Context: an optimization exercise on an open-source flow, tuned for small area. The choices shown serve that exercise and are no tape-out recipe. The RTL was checked by simulation tests, not by an equivalence proof against the original design. Power is estimated from default activity; no workload was simulated.

==> design/flow/design.v <==
module Inverter_25Hz(CLK_50M,DEV_CLRn,
                     R_PWM_LH_D,R_PWM_RH_D,
							I_PWM1_LL_D,I_PWM1_LH_D,I_PWM1_RL_D,I_PWM1_RH_D,
							I_PWM2_LL_D,I_PWM2_LH_D,I_PWM2_RL_D,I_PWM2_RH_D,
							BusOvp,IP_Ocp,InvOcp1,OP_Ovp1,InvOcp2,OP_Ovp2,
							Reset_D,CPLD1,
							OP_Rly1_D,OP_Rly2_D,OP_Scr1_D,OP_Scr2_D,
							COM1_IPF_C,COM2_IPF_C,COM1_OUT_D,COM2_OUT_D,
							R_PWM_LH_C,R_PWM_RH_C,
							I_PWM1_LL_C,I_PWM1_LH_C,I_PWM1_RL_C,I_PWM1_RH_C,
							I_PWM2_LL_C,I_PWM2_LH_C,I_PWM2_RL_C,I_PWM2_RH_C,
							BusOvp_D,IP_Ocp_D,InvOcp1_D,OP_Ovp1_D,InvOcp2_D,OP_Ovp2_D,
							CPLD2,CPLD_Data,
							EN1_4245,EN2_4245,
							OP_Rly1_C,OP_Rly2_C,OP_Scr1_C,OP_Scr2_C,
							COM1_IPF_D,COM2_IPF_D,COM1_OUT_C,COM2_OUT_C,
							LED1,LED2,LED3,LED4,LED5,LED6);
input CLK_50M,DEV_CLRn;
input R_PWM_LH_D,R_PWM_RH_D;
input I_PWM1_LL_D,I_PWM1_LH_D,I_PWM1_RL_D,I_PWM1_RH_D;
input I_PWM2_LL_D,I_PWM2_LH_D,I_PWM2_RL_D,I_PWM2_RH_D;
input BusOvp,IP_Ocp,InvOcp1,OP_Ovp1,InvOcp2,OP_Ovp2;
input Reset_D;
input CPLD1;
input OP_Rly1_D,OP_Rly2_D,OP_Scr1_D,OP_Scr2_D;
input COM1_IPF_C,COM2_IPF_C,COM1_OUT_D,COM2_OUT_D;
output R_PWM_LH_C,R_PWM_RH_C;
output I_PWM1_LL_C,I_PWM1_LH_C,I_PWM1_RL_C,I_PWM1_RH_C;
output I_PWM2_LL_C,I_PWM2_LH_C,I_PWM2_RL_C,I_PWM2_RH_C;
output BusOvp_D,IP_Ocp_D,InvOcp1_D,OP_Ovp1_D,InvOcp2_D,OP_Ovp2_D;
output CPLD2,CPLD_Data;
output EN1_4245,EN2_4245;
output OP_Rly1_C,OP_Rly2_C,OP_Scr1_C,OP_Scr2_C;
output COM1_IPF_D;
output reg COM2_IPF_D;
output COM1_OUT_C,COM2_OUT_C;
output LED1,LED2,LED3,LED4,LED5,LED6;
wire BusOvp_F,IP_Ocp_F,InvOcp1_F,OP_Ovp1_F,InvOcp2_F,OP_Ovp2_F;
wire R_PWM_LH_w,R_PWM_RH_w;
wire I_PWM1_LL_w,I_PWM1_LH_w,I_PWM1_RL_w,I_PWM1_RH_w;
wire I_PWM2_LL_w,I_PWM2_LH_w,I_PWM2_RL_w,I_PWM2_RH_w;
wire CPLD1_F;
wire InvOcp1_Dy,InvOcp2_Dy,OP_Ovp1_Dy,OP_Ovp2_Dy;
wire CP1;
Protect_Filter PF1(.CLK_50M(CLK_50M),.Rst_n(DEV_CLRn),
                   .BusOvp(BusOvp),.IP_Ocp(IP_Ocp),.InvOcp1(InvOcp1),.OP_Ovp1(OP_Ovp1),.InvOcp2(InvOcp2),.OP_Ovp2(OP_Ovp2),
                   .BusOvp_F(BusOvp_F),.IP_Ocp_F(IP_Ocp_F),.InvOcp1_F(InvOcp1_F),.OP_Ovp1_F(OP_Ovp1_F),.InvOcp2_F(InvOcp2_F),.OP_Ovp2_F(OP_Ovp2_F));
LED_drive LD1(.BusOvp(BusOvp_F),.IP_Ocp(IP_Ocp_F),.InvOcp1(InvOcp1_F),.OP_Ovp1(OP_Ovp1_F),.InvOcp2(InvOcp2_F),.OP_Ovp2(OP_Ovp2_F),
              .LED1(LED1),.LED2(LED2),.LED3(LED3),.LED4(LED4),.LED5(LED5),.LED6(LED6));
PWM_drive PD1(.CLK_50M(CLK_50M),.Rst_n(DEV_CLRn),
              .R_PWM_LH_D(R_PWM_LH_D),.R_PWM_RH_D(R_PWM_RH_D),
				  .I_PWM1_LL_D(I_PWM1_LL_D),.I_PWM1_LH_D(I_PWM1_LH_D),.I_PWM1_RL_D(I_PWM1_RL_D),.I_PWM1_RH_D(I_PWM1_RH_D),
				  .I_PWM2_LL_D(I_PWM2_LL_D),.I_PWM2_LH_D(I_PWM2_LH_D),.I_PWM2_RL_D(I_PWM2_RL_D),.I_PWM2_RH_D(I_PWM2_RH_D),
				  .BusOvp(BusOvp_F),.IP_Ocp(IP_Ocp_F),.InvOcp1(InvOcp1_F),.OP_Ovp1(OP_Ovp1_F),.InvOcp2(InvOcp2_F),.OP_Ovp2(OP_Ovp2_F),
				  .Reset_D(Reset_D),.CPLD1(CPLD1),
				  .R_PWM_LH(R_PWM_LH_w),.R_PWM_RH(R_PWM_RH_w),
				  .I_PWM1_LL(I_PWM1_LL_w),.I_PWM1_LH(I_PWM1_LH_w),.I_PWM1_RL(I_PWM1_RL_w),.I_PWM1_RH(I_PWM1_RH_w),
				  .I_PWM2_LL(I_PWM2_LL_w),.I_PWM2_LH(I_PWM2_LH_w),.I_PWM2_RL(I_PWM2_RL_w),.I_PWM2_RH(I_PWM2_RH_w),
				  .CP1(CP1)
				  );
PWM_4245En PE1(.clk(CLK_50M),.Rst_n(DEV_CLRn),.OP_Rly1_D(OP_Rly1_D),.OP_Rly2_D(OP_Rly2_D),.OP_Scr1_D(OP_Scr1_D),
               .OP_Scr2_D(OP_Scr2_D),.COM1_OUT_D(COM1_OUT_D),.COM2_OUT_D(COM2_OUT_D),
               .En1(EN1_4245),.En2(EN2_4245),
               .OP_Rly1_C(OP_Rly1_C),.OP_Rly2_C(OP_Rly2_C),.OP_Scr1_C(OP_Scr1_C),
					.OP_Scr2_C(OP_Scr2_C),.COM1_OUT_C(COM1_OUT_C),.COM2_OUT_C(COM2_OUT_C));
Protect_CountCur PC1(.CLK_50M(CLK_50M),.Rst_n(DEV_CLRn),.ResetD(Reset_D),.ProTect(InvOcp1_F),.PWMEN(InvOcp1_D));
Protect_CountCur PC2(.CLK_50M(CLK_50M),.Rst_n(DEV_CLRn),.ResetD(Reset_D),.ProTect(InvOcp2_F),.PWMEN(InvOcp2_D));
Protect_CountVol PCV1(.CLK_50M(CLK_50M),.Rst_n(DEV_CLRn),.ResetD(Reset_D),.ProTect(OP_Ovp1_F),.PWMEN(OP_Ovp1_D));
Protect_CountVol PCV2(.CLK_50M(CLK_50M),.Rst_n(DEV_CLRn),.ResetD(Reset_D),.ProTect(OP_Ovp2_F),.PWMEN(OP_Ovp2_D));
 assign R_PWM_LH_C=(~EN1_4245) ? R_PWM_LH_w : 1'b0;
 assign R_PWM_RH_C=(~EN1_4245) ? R_PWM_RH_w : 1'b0;
 assign I_PWM1_LL_C=I_PWM1_LL_w;
 assign I_PWM1_LH_C=(InvOcp1_D & OP_Ovp1_D) ? I_PWM1_LH_w : 1'b0; 
 assign I_PWM1_RL_C=I_PWM1_RL_w;
 assign I_PWM1_RH_C=(InvOcp1_D & OP_Ovp1_D) ? I_PWM1_RH_w : 1'b0; 
 assign I_PWM2_LL_C=I_PWM2_LL_w;
 assign I_PWM2_LH_C=(InvOcp2_D & OP_Ovp2_D) ? I_PWM2_LH_w : 1'b0; 
 assign I_PWM2_RL_C=I_PWM2_RL_w;
 assign I_PWM2_RH_C=(InvOcp2_D & OP_Ovp2_D) ? I_PWM2_RH_w : 1'b0; 
COM_Filter CF1(.CLK_50M(CLK_50M),.Rst_n(DEV_CLRn),.COM1_IPF_C(COM1_IPF_C),.COM1_IPF_D(COM1_IPF_D));
always @(posedge CLK_50M)
 begin
   COM2_IPF_D<=COM2_IPF_C; 
 end
assign CPLD_Data=IP_Ocp_F;				  
assign BusOvp_D=BusOvp_F; assign IP_Ocp_D=CP1; 
assign CPLD2=1'b0;
endmodule
module PWM_drive(CLK_50M,Rst_n,
                 R_PWM_LH_D,R_PWM_RH_D,
					  I_PWM1_LL_D,I_PWM1_LH_D,I_PWM1_RL_D,I_PWM1_RH_D,
					  I_PWM2_LL_D,I_PWM2_LH_D,I_PWM2_RL_D,I_PWM2_RH_D,
					  BusOvp,IP_Ocp,InvOcp1,OP_Ovp1,InvOcp2,OP_Ovp2,
					  Reset_D,CPLD1,
					  R_PWM_LH,R_PWM_RH,
					  I_PWM1_LL,I_PWM1_LH,I_PWM1_RL,I_PWM1_RH,
					  I_PWM2_LL,I_PWM2_LH,I_PWM2_RL,I_PWM2_RH,
					  CP1
					  );
input CLK_50M,Rst_n;
input R_PWM_LH_D,R_PWM_RH_D;
input I_PWM1_LL_D,I_PWM1_LH_D,I_PWM1_RL_D,I_PWM1_RH_D;
input I_PWM2_LL_D,I_PWM2_LH_D,I_PWM2_RL_D,I_PWM2_RH_D;
input BusOvp,IP_Ocp,InvOcp1,OP_Ovp1,InvOcp2,OP_Ovp2,Reset_D,CPLD1;
output R_PWM_LH,R_PWM_RH;
output I_PWM1_LL,I_PWM1_LH,I_PWM1_RL,I_PWM1_RH;
output I_PWM2_LL,I_PWM2_LH,I_PWM2_RL,I_PWM2_RH;
output CP1;
reg PFC_EN1,PFC_EN2,INV1_ENE,INV2_ENE;
reg r_R_PWM_LH1,r_R_PWM_RH1,r_I_PWM1_LH1,r_I_PWM1_RH1,r_I_PWM2_LH1,r_I_PWM2_RH1;
reg Rec_pos,Inv1_pos,Inv2_pos;
always @(posedge CLK_50M)
 begin
  r_R_PWM_LH1<=R_PWM_LH_D; r_R_PWM_RH1<=R_PWM_RH_D;
  r_I_PWM1_LH1<=I_PWM1_LH_D; r_I_PWM1_RH1<=I_PWM1_RH_D;
  r_I_PWM2_LH1<=I_PWM2_LH_D; r_I_PWM2_RH1<=I_PWM2_RH_D;
  Rec_pos  <= (R_PWM_LH_D & ~r_R_PWM_LH1) | (R_PWM_RH_D & ~r_R_PWM_RH1);
  Inv1_pos <= (I_PWM1_LH_D & ~r_I_PWM1_LH1) | (I_PWM1_RH_D & ~r_I_PWM1_RH1);
  Inv2_pos <= (I_PWM2_LH_D & ~r_I_PWM2_LH1) | (I_PWM2_RH_D & ~r_I_PWM2_RH1);
 end
wire INV1_ENE_w = InvOcp1 & OP_Ovp1;
wire INV2_ENE_w = InvOcp2 & OP_Ovp2;
always @(posedge CLK_50M)
 begin
  if(!Rst_n)
   begin PFC_EN1<=1'b1; PFC_EN2<=1'b1; INV1_ENE<=1'b1; INV2_ENE<=1'b1; end
  else
   begin
    PFC_EN1 <= PFC_EN1 ? IP_Ocp : (Reset_D | (CPLD1 & Rec_pos & IP_Ocp));
    PFC_EN2 <= BusOvp & (PFC_EN2 | Rec_pos);
    INV1_ENE <= INV1_ENE_w & (INV1_ENE | Inv1_pos);
    INV2_ENE <= INV2_ENE_w & (INV2_ENE | Inv2_pos);
   end
 end
wire PWM_Pre1 = ~((I_PWM1_LL_D & I_PWM1_LH_D) | (I_PWM1_RL_D & I_PWM1_RH_D));
wire PWM_Pre2 = ~((I_PWM2_LL_D & I_PWM2_LH_D) | (I_PWM2_RL_D & I_PWM2_RH_D));
assign R_PWM_LH = PFC_EN1 & PFC_EN2 & R_PWM_LH_D;
assign R_PWM_RH = PFC_EN1 & PFC_EN2 & R_PWM_RH_D;
assign I_PWM1_LL = I_PWM1_LL_D;
assign I_PWM1_LH = INV1_ENE & PWM_Pre1 & I_PWM1_LH_D;
assign I_PWM1_RL = I_PWM1_RL_D;
assign I_PWM1_RH = INV1_ENE & PWM_Pre1 & I_PWM1_RH_D;
assign I_PWM2_LL = I_PWM2_LL_D;
assign I_PWM2_LH = INV2_ENE & PWM_Pre2 & I_PWM2_LH_D;
assign I_PWM2_RL = I_PWM2_RL_D;
assign I_PWM2_RH = INV2_ENE & PWM_Pre2 & I_PWM2_RH_D;
assign CP1 = PFC_EN1;
endmodule
module Filt6(clk, rst_n, x, f);
input clk, rst_n, x;
output reg f;
localparam [5:0] C   = 6'd53;
localparam [5:0] POL = 6'b101010;    
reg  [5:0] s;
wire [5:0] b  = s ^ POL;
wire       a  = &b[4:0];
wire       fb = ~(b[5] ^ b[4]) | a;
wire       clr = x | ~rst_n;
always @(posedge clk)
 begin
  s <= (clr ? C : {b[4:0], fb}) ^ POL;
  f <= ~rst_n | ~(a & b[5]);
 end
endmodule
module Protect_Filter(CLK_50M,Rst_n,
                      BusOvp,IP_Ocp,InvOcp1,OP_Ovp1,InvOcp2,OP_Ovp2,
                      BusOvp_F,IP_Ocp_F,InvOcp1_F,OP_Ovp1_F,InvOcp2_F,OP_Ovp2_F);
input CLK_50M,Rst_n;
input BusOvp,IP_Ocp,InvOcp1,OP_Ovp1,InvOcp2,OP_Ovp2;
output BusOvp_F,IP_Ocp_F,InvOcp1_F,OP_Ovp1_F,InvOcp2_F,OP_Ovp2_F;
Filt6 f1(.clk(CLK_50M),.rst_n(Rst_n),.x(IP_Ocp), .f(IP_Ocp_F));
Filt6 f2(.clk(CLK_50M),.rst_n(Rst_n),.x(InvOcp1),.f(InvOcp1_F));
Filt6 f3(.clk(CLK_50M),.rst_n(Rst_n),.x(InvOcp2),.f(InvOcp2_F));
Filt6 f4(.clk(CLK_50M),.rst_n(Rst_n),.x(BusOvp), .f(BusOvp_F));
Filt6 f5(.clk(CLK_50M),.rst_n(Rst_n),.x(OP_Ovp1),.f(OP_Ovp1_F));
Filt6 f6(.clk(CLK_50M),.rst_n(Rst_n),.x(OP_Ovp2),.f(OP_Ovp2_F));
endmodule
module LED_drive(BusOvp,IP_Ocp,InvOcp1,OP_Ovp1,InvOcp2,OP_Ovp2,
                 LED1,LED2,LED3,LED4,LED5,LED6);
input BusOvp,IP_Ocp,InvOcp1,OP_Ovp1,InvOcp2,OP_Ovp2;
output LED1,LED2,LED3,LED4,LED5,LED6;
assign LED1=BusOvp; assign LED2=IP_Ocp; assign LED3=InvOcp1;
assign LED4=OP_Ovp1; assign LED5=InvOcp2; assign LED6=OP_Ovp2;
endmodule
module PWM_4245En(clk,Rst_n,OP_Rly1_D,OP_Rly2_D,OP_Scr1_D,OP_Scr2_D,COM1_OUT_D,COM2_OUT_D,En1,En2,OP_Rly1_C,OP_Rly2_C,OP_Scr1_C,OP_Scr2_C,COM1_OUT_C,COM2_OUT_C);
input clk,Rst_n;
input OP_Rly1_D,OP_Rly2_D,OP_Scr1_D,OP_Scr2_D;
input COM1_OUT_D,COM2_OUT_D;
output En1,En2;
output OP_Rly1_C,OP_Rly2_C,OP_Scr1_C,OP_Scr2_C;
output COM1_OUT_C,COM2_OUT_C;
localparam [24:0] C0  = 25'd8163750;
localparam [24:0] POL = {13{2'b10}};
reg  [24:0] s;
wire [24:0] b  = s ^ POL;
wire        a  = &b[23:0];
wire        fb = ~(b[24] ^ b[21]) | a;
reg r_rly1, r_rly2, r_scr1, r_scr2, r_com1, r_com2;
always @(posedge clk)
 begin
  s <= (Rst_n ? {b[23:0], fb} : C0) ^ POL;
  r_rly1 <= OP_Rly1_D; r_rly2 <= OP_Rly2_D; r_scr1 <= OP_Scr1_D; r_scr2 <= OP_Scr2_D;
  r_com1 <= COM1_OUT_D; r_com2 <= COM2_OUT_D;
 end
assign En1 = ~(a & b[24]);
assign En2 = 1'b0;
assign OP_Rly1_C = ~En1 & r_rly1;
assign OP_Rly2_C = ~En1 & r_rly2;
assign OP_Scr1_C = En1 | r_scr1;
assign OP_Scr2_C = En1 | r_scr2;
assign COM1_OUT_C = En1 | r_com1;
assign COM2_OUT_C = En1 | r_com2;
endmodule
module ProtCount #(parameter NW = 22, WA = 22, WB = 21,
                   parameter [NW-1:0] WC0 = 0, WT = 0,
                   parameter NE = 9, EA = 9, EB = 5,
                   parameter [NE-1:0] E0 = 0, ECS = 0)
  (clk, rst_n, rd, p, pwmen);
input clk, rst_n, rd, p;
output reg pwmen;
localparam [NW-1:0] WPOL = {(NW+1)/2{2'b10}};
localparam [NE-1:0] EPOL = {(NE+1)/2{2'b10}};
reg r1, r2, en;
reg [NW-1:0] ws;
reg [NE-1:0] es;
wire [NW-1:0] wb = ws ^ WPOL;
wire [NE-1:0] eb = es ^ EPOL;
wire full     = (wb == WT);
wire counting = en & ~full & rst_n;
wire wfb      = ~(wb[WA-1] ^ wb[WB-1]);
wire cs       = (eb == ECS);
wire efb      = ~(eb[EA-1] ^ eb[EB-1]) ^ cs;
wire neg      = r2 & ~r1;
always @(posedge clk)
 begin
  r1 <= p; r2 <= r1;
  en <= rst_n & (en ? ~full : ~p);
  ws <= (en ? {wb[NW-2:0], wfb} : WC0) ^ WPOL;
  es <= (counting ? (neg ? {eb[NE-2:0], efb} : eb) : E0) ^ EPOL;
  pwmen <= ~rst_n | (pwmen ? ~cs : rd);
 end
endmodule
module Protect_CountCur(CLK_50M,Rst_n,ResetD,ProTect,PWMEN);
input CLK_50M,Rst_n,ResetD,ProTect;
output PWMEN;
ProtCount #(.NW(22), .WA(22), .WB(21), .WC0(22'd1398101), .WT(22'd1746261),
            .NE(9), .EA(9), .EB(5), .E0(9'd207), .ECS(9'd463))
  pc(.clk(CLK_50M), .rst_n(Rst_n), .rd(ResetD), .p(ProTect), .pwmen(PWMEN));
endmodule
module Protect_CountVol(CLK_50M,Rst_n,ResetD,ProTect,PWMEN);
input CLK_50M,Rst_n,ResetD,ProTect;
output PWMEN;
ProtCount #(.NW(20), .WA(20), .WB(17), .WC0(20'd349525), .WT(20'd165388),
            .NE(4), .EA(4), .EB(3), .E0(4'd4), .ECS(4'd12))
  pc(.clk(CLK_50M), .rst_n(Rst_n), .rd(ResetD), .p(ProTect), .pwmen(PWMEN));
endmodule
module Protect_delay(clk,Rst_n,Prt,Prt_dly);
input clk,Rst_n,Prt;
output reg Prt_dly;
reg [7:0] count1;
always @(posedge clk)
 begin 
  if(!Rst_n)
   begin count1<=8'd0; end
  else
   begin
	 if(!Prt)
	  begin
	   if(count1<8'd150)
		 begin count1<=count1+1'b1; end
		else
		 begin count1<=8'd150; end
	  end
	 else
	  begin count1<=8'd0; end
	end
 end
always @(posedge clk)
 begin
  if(!Rst_n)
   begin Prt_dly<=1'b0; end
  else
   begin
	 if(count1!=8'd150)
	  begin Prt_dly<=1'b1; end
	 else
	  begin Prt_dly<=1'b0; end
	end
 end
 endmodule
module COM_Filter(CLK_50M,Rst_n,COM1_IPF_C,COM1_IPF_D);
input CLK_50M,Rst_n,COM1_IPF_C;
output reg COM1_IPF_D;
localparam [3:0] R1  = 4'd2;
localparam [3:0] POL = 4'b1010;
reg v;
reg  [3:0] s;
wire [3:0] b   = s ^ POL;
wire       a   = &b[2:0];
wire       sat = a & b[3];
wire       fb  = ~(b[3] ^ b[2]) | a;
always @(posedge CLK_50M)
 begin
  if(!Rst_n)
   begin v <= 1'b0; s <= 4'b1111 ^ POL; end
  else
   begin
    v <= COM1_IPF_C;
    s <= ((COM1_IPF_C ^ v) ? R1 : {b[2:0], fb}) ^ POL;
   end
  if(sat) COM1_IPF_D <= v;
 end
endmodule
==> design/flow/flow/run.sh <==
#!/bin/bash
# Standard ORFS layout (bash standard.sh) with changes made through ORFS's own knobs:
#  - port buffers are buf_1 cells;
#  - CTS uses only clkbuf_4 cells, leaf clusters of up to 11 sinks, and no dummy loads;
#  - after floorplan, logic cells that synthesis sized up are set back to drive 1.
# standard.sh's make output goes to standard.log; each step's log is under orfs/logs/.
set -euo pipefail
export BUFFER_PORTS_ARGS="-buffer_cell sky130_fd_sc_hd__buf_1"
export CTS_ARGS="-sink_clustering_enable -repair_clock_nets -dont_use_dummy_load -buf_list sky130_fd_sc_hd__clkbuf_4 -root_buf sky130_fd_sc_hd__clkbuf_4 -sink_clustering_size 11 -sink_clustering_max_diameter 45"
export POST_FLOORPLAN_TCL="$PWD/flow/downsize.tcl"
bash standard.sh > standard.log 2>&1
==> design/flow/flow/downsize.tcl <==
# Hook run after floorplan (POST_FLOORPLAN_TCL): synthesis sizes some logic cells up for
# fanout; put every combinational cell back to its drive-1 variant. Flip-flops and clock
# cells are left alone. The resizer's later repair_design fixes any slew or cap it needs.
set n 0
foreach inst [[ord::get_db_block] getInsts] {
  set m [[$inst getMaster] getName]
  if {![regexp {^sky130_fd_sc_hd__(\w+)_(\d+)$} $m -> base drv]} { continue }
  if {$drv <= 1} { continue }
  if {[regexp {^(df|edf|sdf|dl|clk|conb|tap|fill|decap)} $base]} { continue }
  set new "sky130_fd_sc_hd__${base}_1"
  if {[get_lib_cells -quiet $new] eq ""} { continue }
  replace_cell [$inst getName] $new
  incr n
}
puts "downsize.tcl: $n cells set to drive 1"
==> design/flow/standard.sh <==
#!/bin/bash
# synth_recipe.tcl (not shown) runs the flow's synth.tcl, then flattens the netlist and writes it again
# the make line also repeats each setting of config.mk as NAME=value (left out here)
make -C /OpenROAD-flow-scripts/flow DESIGN_CONFIG=/design/flow/config.mk WORK_HOME=/design/flow/orfs CLKGATE_MAP_FILE= SYNTH_SCRIPT=/design/flow/synth_recipe.tcl "${@:-finish}"
==> design/flow/config.mk <==
export PLATFORM = sky130hd
export DESIGN_NAME = Inverter_25Hz
export DESIGN_NICKNAME = Inverter_25Hz
export VERILOG_FILES = /design/flow/design.v
export SDC_FILE = /design/flow/constraint.sdc
export NUM_CORES = 4
export LEC_CHECK = 0
export CAP_MARGIN = 0
export CORE_MARGIN = 2
export CORE_UTILIZATION = 70
export PLACE_DENSITY = 0.8
export SLEW_MARGIN = 0
==> design/flow/constraint.sdc <==
create_clock -name core_clock -period 10.0 [get_ports {CLK_50M}]
set_input_delay 2.0000 -clock core_clock [delete_from_list [all_inputs] [get_ports {CLK_50M}]]
set_output_delay 2.0000 -clock core_clock [all_outputs]
set_load 0.01 [all_outputs]
==> flow_summary.toml, run 1 <==
[timing]
finClkSkew_ns = 0.0169
setup_viol = 0
fin_crit_ns = 4.83
timing.fmax_mhz = 207
tns_ns = 0
report.final.slew_viol_count = 0
holdWs_ns = 0.354
slew_headroom = 0.262
fin_crit_sh = 0.483
rsz0062_at_grt = "false"
tightest_slew_ns = 1.09
hold_viol = 0

[power]
peakVddDrop_uv = 127
powerDensity_mw_per_mm2 = 186
clock_power_share = 0.269
p_sw_frac = 0.214
power.leakage_nw = 2.76
p_sw_w = 0.000277
seqPwrFrac = 0.703
intPower_w = 0.00102
combPwrFrac = 0.029

[floorplanning]
io_pins = 62
die_w_um = 101
std_cell_rows = 35
die-area_mm2 = 0.0103
fp.dieH_um = 101
start_util = 0.720
core_area_mm2 = 0.00920

[cts]
root_buffer = "clkbuf_4"
cts.sinks = 219
clk_pin_slew_ns = 0.11
cts_tree = "yes"
clock_latency_ns = 0.58
htreeDepth = 1
post_cts_resized = 0
clock_path_buffers = 3
cts_hold_buf = 0
numCtsBuffers = 23
cts_setup_buffers = 0

[logic_synthesis]
synth_flop_cell = "dfxtp_1"
synth_seq_area_share = 0.664
synth_top_area_share = 0.659
synth_area_leaders = "dfxtp_1 66%, nand2_1 8.5%, nor2b_1 2.4%, nor2_1 1.8%, o211ai_1 1.5%"
syn_area_mm2 = 0.00662
synthCells = 631
synth.distinct_cells = 51
synth_warnings = 7
syn_avg_cell_area_um2 = 10.5
ys_seq_elements = 219
synth-edff-count = 1
synth_async_sr_flop_share = 0
yosysTopAreaCell = "dfxtp_1"

[finish]
fin_nets = 721
drive_gt1_frac = 0.0364
fillCellCount = 661
multiInputGateArea_mm2 = 0.00199
antenna_cells = 0
stdcell_count = 798
ff_latch_area_mm2 = 0.00439
final_common_cell = "dfxtp_1"
areaGrowthSynthToFinish_pct = 5.52
final_cell_mix = "218 x dfxtp_1, 150 x nand2_1, 58 x buf_1, 32 x nor2_1, 25 x nor2b_1"

[drt]
drt_iter0_drc = 142
wl_met2_um = 4770
drt-pass1-iter-count = 4
drt_drc_violations_left = 0
wl_met1_um = 4980
highest_layer = "met4"
via_count = 4275
avgRoutedWirePerCell_um = 13.1
finalWirelength_um = 10500
wl_met3_um = 440
postRouteAntennaNets = 0
viasPerCell = 5.36

[setup_path]
crit_type = "input port to output port"
worstPathRequired_ns = 8.00
crit_arrival_ns = 2.83
crit_fanout = 3
worstSetupEndpointType = "output port"
cp-start-kind = "input port"

[global_routing]
grt_pass1_wl_um = 17500
antenna_found_initial = 0
grt_max_degree = 59
grt_overflow = 0
track_usage = 0.208
grt_pass1_vias = 4068

[worst_hold_path]
min_path_type = "flip-flop to flip-flop"

[placed_design]
dp.cells = 775
globalplace.congestion = 0.823
numPortBuffers = 59
place_hpwl_um = 7210

[run]
drv_cap = 0

[outcome]
status = "complete, no violations"
[cells in the mapped netlist, types with 5 or more instances]
library cell	count
nor2_1	32
a21oi_1	12
nor3_1	8
nor2b_1	25
clkbuf_1	16
dfxtp_1	218
nor4_1	8
buf_4	8
nand2b_1	11
nand3_1	7
o21ai_0	9
a21o_1	8
inv_1	16
nand4b_1	11
o211ai_1	13
nand4_1	7
xnor2_1	9
a211o_1	5
nand2_1	150
[path summary, 6_finish.rpt]
path | from | endpoint | slack [ns] | cells after the start
setup / recovery | I_PWM2_LL_D | I_PWM2_RH_C | 5.17 | 3
hold / removal | PCV2.pc.r1 | PCV2.pc.r2 | 0.35 | 0
setup reg to reg | PC2.pc.ws[18] | PC2.pc.en | 7.84 | 4
hold reg to reg | PCV2.pc.r1 | PCV2.pc.r2 | 0.35 | 0
[power by group through the flow]
stage | clock network [W] | registers, W | logic (W)
floorplan | 0 | 0.000927 | 0.0000283
global placement | 0 | 0.000930 | 0.0000356
detailed placement | 0 | 0.000931 | 0.0000371
CTS | 0.000358 | 0.000911 | 0.0000375
global route | 0.000390 | 0.000915 | 0.0000425
finish | 0.000349 | 0.000911 | 0.0000371
[state kept, by name, indices dropped and copies added, names as in the netlist, 9 cells and up]
name        cells
PE1.s          25
PC1.pc.ws      22
PC2.pc.ws      22
PCV1.pc.ws     20
PCV2.pc.ws     20
PC1.pc.es       9
PC2.pc.es       9
[critical path, stage by stage]
cell,delay (ns)
buf_1,0.10
a2111oi_0,0.52
buf_1,0.20
[cell families after synthesis]
| logic type | after synthesis | synth area share |
|---|---|---|
| AND/OR/NAND/NOR | 287 | 0.215 |
| flip-flops | 219 | 0.664 |
| AO/OA/AOI/OAI | 66 | 0.0705 |
| buffers and inverters | 44 | 0.0295 |
| XOR/XNOR | 10 | 0.0132 |
| adder cells (fa/ha/maj) | 4 | 0.00756 |
| other | 1 | 0.000566 |
[cell type report]
| class | count | share of cell area |
|---|---|---|
| tap | 111 | 0.0199 |
| multi-input combinational | 369 | 0.285 |
| inverter | 16 | 0.00860 |
| clock buffer | 23 | 0.0247 |
| timing repair buffer | 60 | 0.0330 |
| sequential | 219 | 0.629 |
[through the flow]
stage          setup WS (ns)  total power [W]  utilization  instance area (µm²)
6_report                5.17          0.00130        0.760                 6990
5_1_grt                 5.14          0.00135        0.760                 6990
3_3_place_gp            5.34         0.000966        0.741                 6810
4_1_cts                 5.17          0.00131        0.760                 6990
3_5_place_dp            5.17         0.000968        0.741                 6810
2_1_floorplan           5.31         0.000955            -                 6620
[per-layer routing]
layer / GRT usage / vias up
met2: 0.353 / 87
met1: 0.273 / 1957
met3: 0.0386 / 24
met4: 0.0655 / 0
met5: 0 / -
li1: - / 2207
==> run 2, diff against run 1 <==
==> design/flow/flow/run.sh (replaced) <==
#!/bin/bash
# The standard layout (standard.sh) with these changes, made through ORFS's own knobs:
#  - synthesis runs flow/synth.tcl: synth_recipe.tcl with abc mapping for area (flow/abc_area.script);
#  - port buffers are buf_1 cells;
#  - CTS uses only clkbuf_4 cells, leaf clusters of up to 11 sinks, and no dummy loads;
#  - after floorplan, logic cells that synthesis sized up are set back to drive 1.
# The make output goes to standard.log; each step's log is under orfs/logs/.
set -euo pipefail
export BUFFER_PORTS_ARGS="-buffer_cell sky130_fd_sc_hd__buf_1"
export CTS_ARGS="-sink_clustering_enable -repair_clock_nets -dont_use_dummy_load -buf_list sky130_fd_sc_hd__clkbuf_4 -root_buf sky130_fd_sc_hd__clkbuf_4 -sink_clustering_size 11 -sink_clustering_max_diameter 45"
export POST_FLOORPLAN_TCL="$PWD/flow/downsize.tcl"
export MY_ABC_SCRIPT="$PWD/flow/abc_area.script"
sed "s#SYNTH_SCRIPT=[^ ]*#SYNTH_SCRIPT=$PWD/flow/synth.tcl #" standard.sh > own_standard.sh
grep -q "SYNTH_SCRIPT=$PWD/flow/synth.tcl" own_standard.sh
bash own_standard.sh > standard.log 2>&1
==> design/flow/flow/abc_area.script (new file) <==
strash
dch
map -a
topo
==> design/flow/flow/synth.tcl (new file) <==
# synth_recipe.tcl (the standard synthesis script) with one change: every abc call maps
# with abc_area.script (area mapping, no buffering or sizing) instead of ORFS's speed script.
# abc only maps the combinational logic; the registers come from the same steps as before.
proc synth {args} { yosys synth -nofsm -noshare {*}$args }
proc abc {args} {
  set i [lsearch -exact $args -script]
  if {$i >= 0} { set args [lreplace $args $i [expr {$i + 1}] -script $::env(MY_ABC_SCRIPT)] }
  yosys abc {*}$args
}
source $::env(SCRIPTS_DIR)/synth.tcl
# left out here: clear keep_hierarchy, flatten, clean up, hide names made inside functions, write 1_2_yosys.v
==> flow_summary.toml, run 2 <==
[power]
intPower_w = 0.00102
peakVddDrop_uv = 120
seqPwrFrac = 0.703
power.leakage_nw = 2.62
clock_power_share = 0.267
p_sw_w = 0.000278
powerDensity_mw_per_mm2 = 187
p_sw_frac = 0.214
combPwrFrac = 0.030

[finish]
drive_gt1_frac = 0.0341
top_register = "PE1.s"
antenna_cells = 0
fin_nets = 767
fin_util = 0.765
top_regs = "PE1.s (25), PC1.pc.ws (22), PC2.pc.ws (22)"
final_cell_mix = "218 x dfxtp_1, 180 x nand2_1, 59 x buf_1, 57 x nor2_1, 43 x clkinv_1"
final_common_cell = "dfxtp_1"
largest_register_ffs = 25
areaGrowthSynthToFinish_pct = 7.57

[placed_design]
numPortBuffers = 59
globalplace.congestion = 0.770
place_hpwl_um = 7420

[logic_synthesis]
synthXorXnorAreaFrac = 0.0136
synth-edff-count = 1
syn_avg_cell_area_um2 = 9.82
synth_top_family_by_area = "simple AND/OR/NAND/NOR gates"
ys_seq_elements = 219
synth_most_common_cell = "dfxtp_1"
synthCells = 656
muxShareOfSynthArea = 0
synth_seq_area_share = 0.682
synth_flop_cell = "dfxtp_1"
synth_top_area_share = 0.677
synth_fa_ha_area_frac = 0.00777
yosysTopAreaCell = "dfxtp_1"
synth_compound_area_frac = 0.0540
yosys.area_share.simple = 0.208
synth.distinct_cells = 27
synth_warnings = 7
syn_area_mm2 = 0.00644
synth_async_sr_flop_share = 0
synth_area_leaders = "dfxtp_1 68%, nand2_1 10%, nor2_1 3.3%, clkinv_1 2.5%, nand3_1 1.5%"
yosys-top-cells-count = "218 x dfxtp_1, 180 x nand2_1, 57 x nor2_1"

[timing]
fin_crit_ns = 4.71
tightest_slew_ns = 0.866
finClkSkew_ns = 0.0242
slew_headroom = 0.417
fin_crit_sh = 0.471
hold_viol = 0
setup_viol = 0
rsz0062_at_grt = "false"
timing.fmax_mhz = 212
report.final.slew_viol_count = 0
tns_ns = 0

[setup_path]
crit_chain = "buf_1, a22oi_1, nand2_1, nor3_1, buf_1"
crit_arrival_ns = 2.71
crit_family = "buffers and inverters"
cp-start-kind = "input port"
worstSetupEndpointType = "output port"
crit_buf_inv = 2
cpPeakStageDelay_ns = 0.18
cp_common_cell = "buf_1"
crit_type = "input port to output port"
slowest_stage = "a22oi_1"
worstPathRequired_ns = 8.00
crit_fanout = 3

[drt]
drt_iter0_drc = 132
viasPerCell = 5.25
avgRoutedWirePerCell_um = 12.5
via_count = 4434
drt-pass1-iter-count = 5
drt_drc_violations_left = 0
finalWirelength_um = 10500
postRouteAntennaNets = 0

[cts]
cts_hold_buf = 0
clock_latency_ns = 0.58
cts.sinks = 219
clock_path_buffers = 3
root_buffer = "clkbuf_4"
post_cts_resized = 0
cts_tree = "yes"
htreeDepth = 1
clk_pin_slew_ns = 0.10
cts_setup_buffers = 0
numCtsBuffers = 23

[floorplanning]
die_w_um = 100
start_util = 0.711
fp.dieH_um = 100
std_cell_rows = 35
core_area_mm2 = 0.00906
die-area_mm2 = 0.00999
io_pins = 62

[outcome]
status = "complete, no violations"

[global_routing]
grt_overflow = 0
grt_pass1_wl_um = 17900
grt_max_degree = 31
track_usage = 0.214
antenna_found_initial = 0
grt_pass1_vias = 4235

[run]
drv_cap = 0

[worst_hold_path]
min_path_type = "flip-flop to flip-flop"
==> run 2: cell type report <==
class | instances | area [µm²]
flip-flops and latches | 219 | 4390
fillers | 647 | 2130
multi-input cells | 387 | 1830
repair buffers | 61 | 236
clock buffers | 23 | 173
inverters | 43 | 161
well taps | 111 | 139
==> run 2: metrics by stage <==
| step | hold slack (ns) | worst slack [ns] | power (W) | area [µm²] | std cells |
|---|---|---|---|---|---|
| global placement | 0.337 | 5.37 | 0.000966 | 6760 | 821 |
| finish | 0.359 | 5.29 | 0.00130 | 6930 | 844 |
| detailed placement | 0.341 | 5.26 | 0.000970 | 6760 | 821 |
| CTS | 0.361 | 5.28 | 0.00131 | 6930 | 844 |
| floorplan | 0.331 | 5.50 | 0.000953 | 6450 | 657 |
| global route | 0.374 | 5.16 | 0.00135 | 6930 | 844 |
==> run 2: final timing paths <==
path,startpoint,to,slack [ns],depth (start not counted)
max,I_PWM1_LH_D,I_PWM1_LH_C,5.29,5
min reg2reg,PCV2.pc.r1,PCV2.pc.r2,0.36,0
max reg2reg,PC2.pc.ws[20],PC2.pc.es[2],7.73,6
min,PCV2.pc.r1,PCV2.pc.r2,0.36,0
==> run 2: power groups by stage <==
| stage | sequential [W] | clock [W] | combinational [W] |
|---|---|---|---|
| after detailed placement | 0.000931 | 0 | 0.0000386 |
| final | 0.000911 | 0.000347 | 0.0000383 |
| after floorplan | 0.000928 | 0 | 0.0000257 |
| after global placement | 0.000930 | 0 | 0.0000363 |
| after global routing | 0.000915 | 0.000396 | 0.0000443 |
| after CTS | 0.000911 | 0.000359 | 0.0000386 |
==> run 2: kinds of logic (layout without fill, tap and decap cells) <==
family | count (synthesis) | count (layout)
xor+xnor | 10 | 10
simple gates | 314 | 314
other cells | 1 | 2
fa+ha+maj | 4 | 4
flops | 219 | 219
buf+inv | 51 | 127
compound gates | 57 | 57
==> run 2: layer usage <==
metal  up-vias  track usage  wire length [µm]
li1       2291            -                 -
met1      2040        0.275              4930
met2        84        0.365              4940
met3        19       0.0397               376
met4         0       0.0738               269
met5         -            0                 0
==> run 3, diff against run 2 <==
==> design/flow/flow/abc_area.script (replaced) <==
strash
dch
amap
topo
==> flow_summary.toml, run 3 <==
[outcome]
status = "complete, no violations"

[drt]
drt_drc_violations_left = 0
highest_layer = "met4"
viasPerCell = 5.38
avgRoutedWirePerCell_um = 13.0
wl_met3_um = 484
via_count = 4398
drt_iter0_drc = 130
postRouteAntennaNets = 0
wl_met2_um = 5080
drt-pass1-iter-count = 4
wl_met1_um = 4890
finalWirelength_um = 10700

[cts]
cts_tree = "yes"
cts_hold_buf = 0
clock_latency_ns = 0.58
clock_path_buffers = 3
cts_setup_buffers = 0
numCtsBuffers = 23
cts.sinks = 219
root_buffer = "clkbuf_4"
htreeDepth = 1
post_cts_resized = 0
clk_pin_slew_ns = 0.12

[floorplanning]
fp.dieH_um = 99.7
die-area_mm2 = 0.00994
io_pins = 62
die_w_um = 99.7
std_cell_rows = 34
core_area_mm2 = 0.00881
start_util = 0.728

[power]
peakVddDrop_uv = 137
seqPwrFrac = 0.702
power.leakage_nw = 2.60
combPwrFrac = 0.030
clock_power_share = 0.268
powerDensity_mw_per_mm2 = 188
p_sw_frac = 0.214
intPower_w = 0.00102
p_sw_w = 0.000277

[logic_synthesis]
synth_top_area_share = 0.680
synth_most_common_cell = "dfxtp_1"
synth_seq_area_share = 0.685
synth.distinct_cells = 30
synthCells = 632
ys_seq_elements = 219
syn_avg_cell_area_um2 = 10.1
synth_area_leaders = "dfxtp_1 68%, nand2_1 8.4%, nor2_1 3.5%, clkinv_1 2.8%, nor4_1 1.7%"
yosys-top-cells-count = "218 x dfxtp_1, 143 x nand2_1, 59 x nor2_1"
synth_warnings = 7
syn_area_mm2 = 0.00641
synth_async_sr_flop_share = 0
yosysTopAreaCell = "dfxtp_1"
synth_flop_cell = "dfxtp_1"
synth-edff-count = 1

[placed_design]
numPortBuffers = 59
place_hpwl_um = 7500
placed_area_mm2 = 0.00673
dp_slack_ns = 5.29
globalplace.congestion = 0.870

[finish]
fin_nets = 743
final_cell_area_mm2 = 0.00690
ff_latch_area_mm2 = 0.00439
final_common_cell = "dfxtp_1"
top_regs = "PE1.s (25), PC1.pc.ws (22), PC2.pc.ws (22)"
antenna_cells = 0
drive_gt1_frac = 0.0353
top_register = "PE1.s"
fin_util = 0.784
areaGrowthSynthToFinish_pct = 7.61
largest_register_ffs = 25
multiInputGateArea_mm2 = 0.00178
final_cell_mix = "218 x dfxtp_1, 143 x nand2_1, 59 x nor2_1, 59 x buf_1, 48 x clkinv_1"
fillCellCount = 613

[run]
drv_cap = 0

[setup_path]
worstSetupEndpointType = "output port"
critical_path.endpoint = "R_PWM_RH_C"
worstPathRequired_ns = 8.00
r2r-start = "PC2.pc.en"
cp-start-kind = "flip-flop"
crit_type = "flip-flop to output port"
crit_arrival_ns = 2.82
crit_fanout = 9
reg2reg_depth = 4
r2r_slack_ns = 7.52
r2r_end = "PC2.pc.es[8]"
startpoint = "PE1.s[5]"

[timing]
fin_crit_ns = 4.82
tns_ns = 0
timing.fmax_mhz = 208
fin_crit_sh = 0.482
holdWs_ns = 0.352
fin_ws_ns = 5.18
slew_headroom = 0.422
tightest_slew_ns = 0.860
finClkSkew_ns = 0.0264
setup_viol = 0
hold_viol = 0
report.final.slew_viol_count = 0
rsz0062_at_grt = "false"

[global_routing]
grt_pass1_wl_um = 18700
grt_pass1_vias = 4359
track_usage = 0.226
antenna_found_initial = 0
grt_overflow = 0
grt_max_degree = 44

[worst_hold_path]
min_path_type = "flip-flop to flip-flop"
run 3: cell types whose count changed after synthesis, moves of 7 or more:
cell / change
o211ai_1: -7
a211o_1: +8
nand3_1: -15
o221ai_1: +8
or2_0: +8
nand2_1: -37
nor2b_1: +8
or2_2: -8
run 3: worst max-delay path, stage by stage (launching register included):
cell and delay [ns]:
dfxtp_1 0.32, or4_1 0.53, or4_1 0.53, nor3_1 0.20, nand2_1 0.22, nor4_1 0.25, buf_1 0.19
run 3: how the worst min path moves through the flow:
| stage | from | to | depth (start not counted) | slack [ns] |
|---|---|---|---|---|
| finish | PC1.pc.r1 | PC1.pc.r2 | 0 | 0.35 |
| global route | PCV2.pc.r1 | PCV2.pc.r2 | 0 | 0.36 |
| CTS | PCV2.pc.r1 | PCV2.pc.r2 | 0 | 0.36 |
| detailed placement | PCV2.pc.r1 | PCV2.pc.r2 | 0 | 0.34 |
| floorplan | PC1.pc.r1 | PC1.pc.r2 | 0 | 0.33 |
| global placement | PCV2.pc.r1 | PCV2.pc.r2 | 0 | 0.34 |
run 3: layout make-up:
class,instances,area share
clock buffer,23,0.0250
timing repair buffer,61,0.0343
inverter,48,0.0261
multi-input combinational,358,0.258
tap,108,0.0196
sequential,219,0.637
run 3: per-layer routing:
layer | up-vias | track usage
met5 | - | 0
met4 | 0 | 0.0622
met3 | 20 | 0.0485
met2 | 82 | 0.397
met1 | 2038 | 0.284
li1 | 2258 | -
run 3: logic make-up after synthesis:
kind of cell | after synthesis | synth area share
simple gates | 278 | 0.192
flops | 219 | 0.685
compound gates | 74 | 0.0767
buf+inv | 56 | 0.0375
fa+ha+maj | 4 | 0.00780
other cells | 1 | 0.000585
run 3: stage by stage:
step                std cells  power [W]
detailed placement        794   0.000968
floorplan                 633   0.000952
finish                    817    0.00129
global route              817    0.00135
CTS                       817    0.00131
global placement          794   0.000965
run 3: power by group through the flow:
stage | clock network [W] | logic, W | registers [W]
after floorplan | 0 | 0.0000252 | 0.000927
after global routing | 0.000391 | 0.0000438 | 0.000913
final | 0.000347 | 0.0000382 | 0.000910
after detailed placement | 0 | 0.0000383 | 0.000930
after global placement | 0 | 0.0000360 | 0.000929
after CTS | 0.000357 | 0.0000384 | 0.000910
==> run 4, diff against run 3 <==
--- a/design/flow/design.v
+++ b/design/flow/design.v
@@ -214,4 +214,5 @@
 module ProtCount #(parameter NW = 22, WA = 22, WB = 21,
                    parameter [NW-1:0] WC0 = 0, WT = 0,
+                   parameter JUMP = 0, parameter [NW-1:0] WX = 0,
                    parameter NE = 9, EA = 9, EB = 5,
                    parameter [NE-1:0] E0 = 0, ECS = 0)
@@ -224,5 +225,5 @@
 reg [NW-1:0] ws;
 reg [NE-1:0] es;
-wire [NW-1:0] wb = ws ^ WPOL;
+wire [NW-1:0] wb = ws ^ (JUMP ? {NW{1'b0}} : WPOL);
 wire [NE-1:0] eb = es ^ EPOL;
 wire full     = (wb == WT);
@@ -236,5 +237,8 @@
   r1 <= p; r2 <= r1;
   en <= rst_n & (en ? ~full : ~p);
-  ws <= (en ? {wb[NW-2:0], wfb} : WC0) ^ WPOL;
+  if (JUMP)
+    ws <= {ws[NW-2:0], counting & (wfb ^ (ws == WX))};
+  else
+    ws <= (en ? {wb[NW-2:0], wfb} : WC0) ^ WPOL;
   es <= (counting ? (neg ? {eb[NE-2:0], efb} : eb) : E0) ^ EPOL;
   pwmen <= ~rst_n | (pwmen ? ~cs : rd);
@@ -244,5 +248,5 @@
 input CLK_50M,Rst_n,ResetD,ProTect;
 output PWMEN;
-ProtCount #(.NW(22), .WA(22), .WB(21), .WC0(22'd1398101), .WT(22'd1746261),
+ProtCount #(.NW(22), .WA(22), .WB(21), .WC0(22'd0), .WT(22'd2097152), .JUMP(1), .WX(22'd2031875),
             .NE(9), .EA(9), .EB(5), .E0(9'd207), .ECS(9'd463))
   pc(.clk(CLK_50M), .rst_n(Rst_n), .rd(ResetD), .p(ProTect), .pwmen(PWMEN));
==> flow_summary.toml, run 4 <==
[finish]
fin_nets = 722
final_cell_area_mm2 = 0.00688
drive_gt1_frac = 0.0364
top_register = "PE1.s"
multiInputGateArea_mm2 = 0.00176
largest_register_ffs = 25
antenna_cells = 0
ff_latch_area_mm2 = 0.00439
final_common_cell = "dfxtp_1"
areaGrowthSynthToFinish_pct = 7.64
fillCellCount = 608
top_regs = "PE1.s (25), PC1.pc.ws (22), PC2.pc.ws (22)"
final_cell_mix = "218 x dfxtp_1, 101 x nand2_1, 65 x nor2_1, 59 x buf_1, 49 x clkinv_1"

[timing]
report.final.slew_viol_count = 0
slew_headroom = 0.551
finClkSkew_ns = 0.0514
hold_viol = 0
setup_viol = 0
timing.fmax_mhz = 210
tns_ns = 0
fin_crit_ns = 4.77
tightest_slew_ns = 0.673
rsz0062_at_grt = "false"
fin_crit_sh = 0.477

[logic_synthesis]
syn_area_mm2 = 0.00639
synthCells = 609
synth_flop_cell = "dfxtp_1"
synth_top_area_share = 0.683
yosysTopAreaCell = "dfxtp_1"
synth_warnings = 7
synth_async_sr_flop_share = 0
syn_avg_cell_area_um2 = 10.5
synth_area_leaders = "dfxtp_1 68%, nand2_1 5.9%, nor2_1 3.8%, clkinv_1 2.9%, nor4_1 2.1%"
yosys-top-cells-count = "218 x dfxtp_1, 101 x nand2_1, 65 x nor2_1"
synth_most_common_cell = "dfxtp_1"
ys_seq_elements = 219
synth_seq_area_share = 0.688
synth-edff-count = 1
synth.distinct_cells = 32

[setup_path]
worstSetupEndpointType = "output port"
slowest_stage = "nor4_1"
reg2reg_depth = 6
crit_fanout = 2
cp_common_cell = "buf_1"
cp-start-kind = "input port"
crit_chain = "buf_1, clkinv_1, nor4_1, buf_1"
r2r_slack_ns = 7.97
crit_buf_inv = 3
worstPathRequired_ns = 8.00
crit_arrival_ns = 2.77
r2r-start = "PC2.pc.ws[13]"
r2r_end = "PC2.pc.es[0]"
crit_family = "buffers and inverters"
crit_type = "input port to output port"
cpPeakStageDelay_ns = 0.34
startpoint = "R_PWM_RH_D"

[floorplanning]
core_area_mm2 = 0.00881
die-area_mm2 = 0.00991
io_pins = 62
std_cell_rows = 34
start_util = 0.726
fp.dieH_um = 99.5
die_w_um = 99.5

[worst_hold_path]
hold_end = "PC2.pc.ws[11]"
min_path_type = "flip-flop to flip-flop"
worstHoldStart = "PC2.pc.ws[10]"
holdPathStages = 0

[global_routing]
antenna_found_initial = 0
grt_overflow = 0
grt_pass1_vias = 4241
track_usage = 0.220
grt_max_degree = 28
grt_pass1_wl_um = 18300

[drt]
postRouteAntennaNets = 0
viasPerCell = 5.41
finalWirelength_um = 10600
via_count = 4296
drt_drc_violations_left = 0
avgRoutedWirePerCell_um = 13.3
drt-pass1-iter-count = 4
drt_iter0_drc = 115

[cts]
cts_tree = "yes"
htreeDepth = 1
cts.sinks = 219
clock_path_buffers = 3
clk_pin_slew_ns = 0.10
cts_setup_buffers = 0
cts_hold_buf = 0
root_buffer = "clkbuf_4"
clock_latency_ns = 0.59
post_cts_resized = 0
numCtsBuffers = 23

[power]
power.leakage_nw = 2.63
power_w = 0.00129
powerDensity_mw_per_mm2 = 188
peakVddDrop_uv = 103

[placed_design]
place_hpwl_um = 7660
globalplace.congestion = 0.816
placed_area_mm2 = 0.00671
numPortBuffers = 59

[outcome]
status = "complete, no violations"

[run]
drv_cap = 0
## run 4: metrics by stage
step / setup WS, ns / hold slack (ns) / instances / utilization
after detailed placement: 5.28 / 0.329 / 771 / 0.761
after global routing: 5.14 / 0.351 / 794 / 0.781
after global placement: 5.32 / 0.329 / 771 / 0.761
after CTS: 5.28 / 0.354 / 794 / 0.781
final: 5.23 / 0.352 / 794 / 0.781
after floorplan: 5.46 / 0.323 / 610 / -
## run 4: how the worst max path moves through the flow
| stage | cells after the start | to | slack (ns) |
|---|---|---|---|
| floorplan | 3 | I_PWM1_LH_C | 5.46 |
| global placement | 5 | I_PWM1_LH_C | 5.32 |
| detailed placement | 5 | I_PWM2_LH_C | 5.28 |
| CTS | 5 | I_PWM2_LH_C | 5.28 |
| global route | 5 | I_PWM2_LH_C | 5.14 |
| finish | 4 | R_PWM_RH_C | 5.23 |
## run 4: final cells by class
| class | count | share of cell area |
|---|---|---|
| Clock buffer | 23 | 0.0251 |
| Inverter | 49 | 0.0267 |
| Multi-Input combinational cell | 334 | 0.255 |
| Sequential cell | 219 | 0.639 |
| Tap cell | 108 | 0.0196 |
| Timing Repair Buffer | 61 | 0.0344 |
## run 4: power by group
| part | total [W] | leakage, nW | switching, W | internal [W] |
|---|---|---|---|---|
| registers | 0.000908 | 1.79 | 0.0000121 | 0.000895 |
| logic | 0.0000377 | 0.732 | 0.0000233 | 0.0000145 |
| clock network | 0.000344 | 0.106 | 0.000238 | 0.000106 |
| total | 0.00129 | 2.63 | 0.000273 | 0.00102 |
## run 4: kinds of logic after synthesis
kind of cell / synth area share
and+or+nand+nor: 0.185
buffers and inverters: 0.0382
other: 0.000587
AOI/OAI and AO/OA: 0.0766
DFF: 0.688
adders and majority gates: 0.0117
## run 4: routing by layer
| metal | wire length (µm) | vias to the layer above | global-route usage |
|---|---|---|---|
| met3 | 366 | 30 | 0.0408 |
| met4 | 292 | 0 | 0.0706 |
| met5 | 0 | - | 0 |
| met1 | 4700 | 1992 | 0.278 |
| met2 | 5200 | 62 | 0.385 |
| li1 | - | 2212 | - |
## run 4: worst reg2reg max path, delay by kind of cell, from the launching register on
| family | cells | cell delay [ns] |
|---|---|---|
| AOI/OAI and AO/OA | 1 | 0.12 |
| buffers and inverters | 1 | 0.21 |
| DFF | 1 | 0.32 |
| and+or+nand+nor | 4 | 1.26 |
==> run 5, diff against run 4 <==
==> design/flow/flow/abc_area.script (replaced) <==
strash
dch
amap
strash
dch
amap
topo
==> flow_summary.toml, run 5 <==
[finish]
top_regs = "PE1.s (25), PC1.pc.ws (22), PC2.pc.ws (22)"
antenna_cells = 0
fin_nets = 727
fin_util = 0.783
areaGrowthSynthToFinish_pct = 7.65
final_cell_mix = "218 x dfxtp_1, 105 x nand2_1, 68 x nor2_1, 59 x buf_1, 54 x clkinv_1"
stdcell_count = 799
top_register = "PE1.s"
final_common_cell = "dfxtp_1"
largest_register_ffs = 25
drive_gt1_frac = 0.0362

[logic_synthesis]
ys_seq_elements = 219
synth_warnings = 7
syn_area_mm2 = 0.00638
syn_avg_cell_area_um2 = 10.4
synthCells = 614
synth_flop_cell = "dfxtp_1"
synth-edff-count = 1
synth_seq_area_share = 0.689
synth_area_leaders = "dfxtp_1 68%, nand2_1 6.2%, nor2_1 4.0%, clkinv_1 3.2%, nor4_1 1.8%"
synth_most_common_cell = "dfxtp_1"
synth.distinct_cells = 31
yosys-top-cells-count = "218 x dfxtp_1, 105 x nand2_1, 68 x nor2_1"
synth_async_sr_flop_share = 0
synth_top_area_share = 0.684
yosysTopAreaCell = "dfxtp_1"

[timing]
finClkSkew_ns = 0.0183
tns_ns = 0
fin_crit_ns = 4.76
timing.fmax_mhz = 210
tightest_slew_ns = 0.835
rsz0062_at_grt = "false"
setup_viol = 0
hold_viol = 0
slew_headroom = 0.436
fin_crit_sh = 0.476
report.final.slew_viol_count = 0
fin_ws_ns = 5.24

[run]
drv_cap = 0

[cts]
cts_tree = "yes"
cts.sinks = 219
clock_path_buffers = 3
htreeDepth = 1
clock_latency_ns = 0.59
cts_setup_buffers = 0
post_cts_resized = 0
root_buffer = "clkbuf_4"
numCtsBuffers = 23
clk_pin_slew_ns = 0.11
cts_hold_buf = 0

[setup_path]
worstPathRequired_ns = 8.00
cp-start-kind = "input port"
crit_fanout = 3
r2r_end = "PCV1.pc.es[2]"
crit_type = "input port to output port"
r2r-start = "PCV1.pc.ws[3]"
r2r_slack_ns = 7.88
reg2reg_depth = 5
worstSetupEndpointType = "output port"
crit_arrival_ns = 2.76

[drt]
viasPerCell = 5.47
drt_iter0_drc = 123
finalWirelength_um = 11100
postRouteAntennaNets = 0
avgRoutedWirePerCell_um = 13.9
drt-pass1-iter-count = 4
drt_drc_violations_left = 0
via_count = 4370

[floorplanning]
fp.dieH_um = 99.4
die_w_um = 99.4
core_area_mm2 = 0.00876
io_pins = 62
std_cell_rows = 34
start_util = 0.728
die-area_mm2 = 0.00989

[global_routing]
grt_overflow = 0
grt_pass1_vias = 4242
grt_pass1_wl_um = 19000
antenna_found_initial = 0
grt_max_degree = 41
track_usage = 0.231

[placed_design]
place_hpwl_um = 7840
dp.cells = 776
numPortBuffers = 59
dp_slack_ns = 5.23
globalplace.congestion = 0.827

[worst_hold_path]
hold_end = "PC1.pc.ws[20]"
holdPathStages = 0
worstHoldStart = "PC1.pc.ws[19]"
min_path_type = "flip-flop to flip-flop"

[power]
power.leakage_nw = 2.58
peakVddDrop_uv = 138
powerDensity_mw_per_mm2 = 189
power_w = 0.00130

[outcome]
status = "complete, no violations"
==> run 5: cell count changes in the layout (fill, tap and decap cells not counted), sizes merged, moves of 3 or more <==
cell    change
a211o       -8
nor4b       -4
nand3       -5
clkinv      +5
o211ai      +8
o21ai       -5
nor2        +3
nor4        -3
or2         -3
a21oi       +9
or4b        +3
nand2       +4
nor3        +3
==> run 5: worst max-delay path by stage <==
stage | startpoint | end | slack [ns] | depth (start not counted)
after detailed placement | I_PWM2_RH_D | I_PWM2_LH_C | 5.23 | 5
after CTS | PE1.s[11] | R_PWM_LH_C | 5.22 | 6
after floorplan | I_PWM1_RL_D | I_PWM1_LH_C | 5.46 | 3
after global routing | PE1.s[11] | R_PWM_LH_C | 4.88 | 6
final | I_PWM2_RH_D | I_PWM2_LH_C | 5.24 | 5
after global placement | I_PWM2_RH_D | I_PWM2_LH_C | 5.33 | 5
==> run 5: final cells by class <==
type / instances / area [µm²]
well taps: 108 / 135
multi-input cells: 334 / 1720
flip-flops and latches: 219 / 4390
repair buffers: 61 / 236
clock buffers: 23 / 173
inverters: 54 / 203
fillers: 618 / 1900
==> run 5: where the power goes <==
group / internal, W / switching, W / leakage [nW]
Combinational: 0.0000140 / 0.0000243 / 0.681
Sequential: 0.000896 / 0.0000125 / 1.79
Clock: 0.000106 / 0.000247 / 0.106
==> run 5: worst max-delay path: stages <==
cell and delay [ns]:
buf_1 0.10, a22oi_1 0.18, nand2_1 0.09, nor3_1 0.20, buf_1 0.18
==> run 5: metal layers <==
layer | routed length [µm] | track usage | vias to the layer above
met5 | 0 | 0 | -
li1 | - | - | 2216
met1 | 4930 | 0.295 | 2012
met3 | 485 | 0.0387 | 29
met4 | 283 | 0.0706 | 0
met2 | 5390 | 0.405 | 113
==> run 5: cells by family after synthesis <==
logic type      synth area share
buf+inv                   0.0412
compound gates            0.0759
other cells             0.000588
fa+ha+maj                 0.0118
flops                      0.689
simple gates               0.181
==> run 5: metrics by stage <==
step	hold slack, ns	area (µm²)
finish	0.348	6860
global route	0.360	6860
CTS	0.349	6860
detailed placement	0.332	6690
global placement	0.329	6690
floorplan	0.323	6380
==> run 6, diff against run 5 <==
==> design/flow/flow/abc_area.script (replaced) <==
strash
dch
amap
topo
--- a/design/flow/config.mk
+++ b/design/flow/config.mk
@@ -8,5 +8,5 @@
 export CAP_MARGIN = 0
 export CORE_MARGIN = 2
-export CORE_UTILIZATION = 70
-export PLACE_DENSITY = 0.8
+export CORE_UTILIZATION = 80
+export PLACE_DENSITY = 0.9
 export SLEW_MARGIN = 0
==> flow_summary.toml, run 6 <==
[cts]
cts_hold_buf = 0
cts_setup_buffers = 0
clock_path_buffers = 3
cts_tree = "yes"
htreeDepth = 1
root_buffer = "clkbuf_4"
numCtsBuffers = 23
cts.sinks = 219
clock_latency_ns = 0.60
clk_pin_slew_ns = 0.10
post_cts_resized = 0

[logic_synthesis]
yosysTopAreaCell = "dfxtp_1"
ys_seq_elements = 219
synth_warnings = 7
synth_top_area_share = 0.683
synth_most_common_cell = "dfxtp_1"
yosys-top-cells-count = "218 x dfxtp_1, 101 x nand2_1, 65 x nor2_1"
synth_seq_area_share = 0.688
synthCells = 609
syn_avg_cell_area_um2 = 10.5
synth-edff-count = 1
synth_flop_cell = "dfxtp_1"
synth_area_leaders = "dfxtp_1 68%, nand2_1 5.9%, nor2_1 3.8%, clkinv_1 2.9%, nor4_1 2.1%"
synth.distinct_cells = 32
syn_area_mm2 = 0.00639
synth_async_sr_flop_share = 0

[placed_design]
numPortBuffers = 59
place_hpwl_um = 8850
globalplace.congestion = 0.771
dp.cells = 765

[global_routing]
grt_pass1_wl_um = 20700
antenna_found_initial = 0
grt_max_degree = 40
grt_pass1_vias = 4636
track_usage = 0.296
grt_overflow = 0

[finish]
drive_gt1_frac = 0.0364
final_cell_mix = "218 x dfxtp_1, 101 x nand2_1, 65 x nor2_1, 59 x buf_1, 49 x clkinv_1"
final_common_cell = "dfxtp_1"
fin_nets = 722
top_regs = "PE1.s (25), PC1.pc.ws (22), PC2.pc.ws (22)"
top_register = "PE1.s"
areaGrowthSynthToFinish_pct = 7.52
largest_register_ffs = 25
stdcell_count = 788
antenna_cells = 0
fillCellCount = 396
multiInputGateArea_mm2 = 0.00176
ff_latch_area_mm2 = 0.00439

[setup_path]
startpoint = "I_PWM1_LL_D"
crit_arrival_ns = 2.89
crit_fanout = 2
cp-start-kind = "input port"
r2r-start = "PCV1.pc.ws[19]"
worstSetupEndpointType = "output port"
crit_type = "input port to output port"
worstPathRequired_ns = 8.00

[drt]
via_count = 4551
postRouteAntennaNets = 0
avgRoutedWirePerCell_um = 16.1
finalWirelength_um = 12600
drt_iter0_drc = 220
drt_drc_violations_left = 0
drt-pass1-iter-count = 5
viasPerCell = 5.78

[floorplanning]
die_w_um = 93.4
die-area_mm2 = 0.00872
core_area_mm2 = 0.00773
std_cell_rows = 32
start_util = 0.827
io_pins = 62
fp.dieH_um = 93.4

[timing]
timing.fmax_mhz = 205
report.final.slew_viol_count = 0
tightest_slew_ns = 0.706
holdWs_ns = 0.352
fin_crit_ns = 4.89
finClkSkew_ns = 0.0204
fin_crit_sh = 0.489
tns_ns = 0
hold_viol = 0
slew_headroom = 0.529
rsz0062_at_grt = "false"
setup_viol = 0

[power]
power.leakage_nw = 2.63
powerDensity_mw_per_mm2 = 190
peakVddDrop_uv = 136

[worst_hold_path]
min_path_type = "flip-flop to flip-flop"
worstHoldStart = "PC2.pc.ws[14]"

[run]
drv_cap = 0

[outcome]
status = "complete, no violations"
[run 6: stage by stage]
stage          area (µm²)  setup WS [ns]  power, W   util
2_1_floorplan        6390           5.46  0.000949      -
3_3_place_gp         6700           5.13  0.000962  0.867
3_5_place_dp         6700           5.15  0.000968  0.867
4_1_cts              6870           5.15   0.00130  0.889
5_1_grt              6870           5.09   0.00135  0.889
6_report             6870           5.11   0.00130  0.889
[run 6: area by class of cell]
cell class | instances | area share
Clock buffer | 23 | 0.0251
Inverter | 49 | 0.0268
Multi-Input combinational cell | 334 | 0.256
Sequential cell | 219 | 0.640
Tap cell | 102 | 0.0186
Timing Repair Buffer | 61 | 0.0344
[run 6: path summary, 6_finish.rpt]
check	to	slack, ns	cells past startpoint
max	I_PWM1_RH_C	5.11	5
min	PC2.pc.ws[15]	0.35	0
max reg2reg	PCV1.pc.en	7.95	7
min reg2reg	PC2.pc.ws[15]	0.35	0
[run 6: kinds of logic after synthesis]
kind of cell | count (synthesis) | share of synthesized area
compound gates | 71 | 0.0766
fa+ha+maj | 6 | 0.0117
buf+inv | 57 | 0.0382
flops | 219 | 0.688
other cells | 1 | 0.000587
simple gates | 255 | 0.185
[run 6: layer usage]
layer | wire [µm] | track usage | up-vias
met5 | 0 | 0 | -
met2 | 6670 | 0.545 | 123
li1 | - | - | 2205
met4 | 368 | 0.105 | 0
met1 | 5100 | 0.344 | 2186
met3 | 505 | 0.0548 | 37
[run 6: critical path: stages]
cell and delay (ns):
buf_1 0.11, a22oi_1 0.19, nand2_1 0.09, nor3_1 0.29, buf_1 0.21
[run 6: power breakdown]
part | internal (W) | switching, W
logic | 0.0000145 | 0.0000255
registers | 0.000896 | 0.0000131
clock network | 0.000106 | 0.000247
total | 0.00102 | 0.000285

-- separate check: timing with driven ports --
The flow's constraints put no driver on any port. The routed layouts listed below were extracted and timed again, unchanged, in two steps. Step 1: set_driving_cell puts a clkbuf_16 on CLK_50M and a buf_2 on each other input, an assumption about the parent block. Step 2 moves the port delays by t, midway between the first and last clock arrival at a register: inputs arrive t later, outputs are due t later. That takes back most of the time a late clock gives input paths. a / b / c = no drivers / after step 1 / after step 2; a / b = the first two.
run	t (ns)	setup slack, ns	hold WS [ns]	latest minus earliest clock arrival (ns)	cell pins on the clock port's net
run 1	0.597	5.174 / 5.130 / 5.130	0.354 / 0.354 / 0.354	0.020 / 0.020	1
run 2	0.608	5.286 / 5.263 / 5.263	0.359 / 0.359 / 0.359	0.030 / 0.030	1
run 3	0.601	5.181 / 5.150 / 5.254	0.352 / 0.352 / 0.352	0.028 / 0.028	1
run 4	0.599	5.232 / 5.208 / 5.208	0.352 / 0.352 / 0.352	0.053 / 0.053	1
run 5	0.607	5.240 / 5.212 / 5.216	0.348 / 0.348 / 0.348	0.025 / 0.025	1
run 6	0.611	5.112 / 5.089 / 5.089	0.352 / 0.352 / 0.352	0.026 / 0.027	1
After both steps setup and hold are still met in every run listed. The setup slack of run 1, which loses most, moves by -0.044 ns with the drivers and by -0.044 ns with both steps.
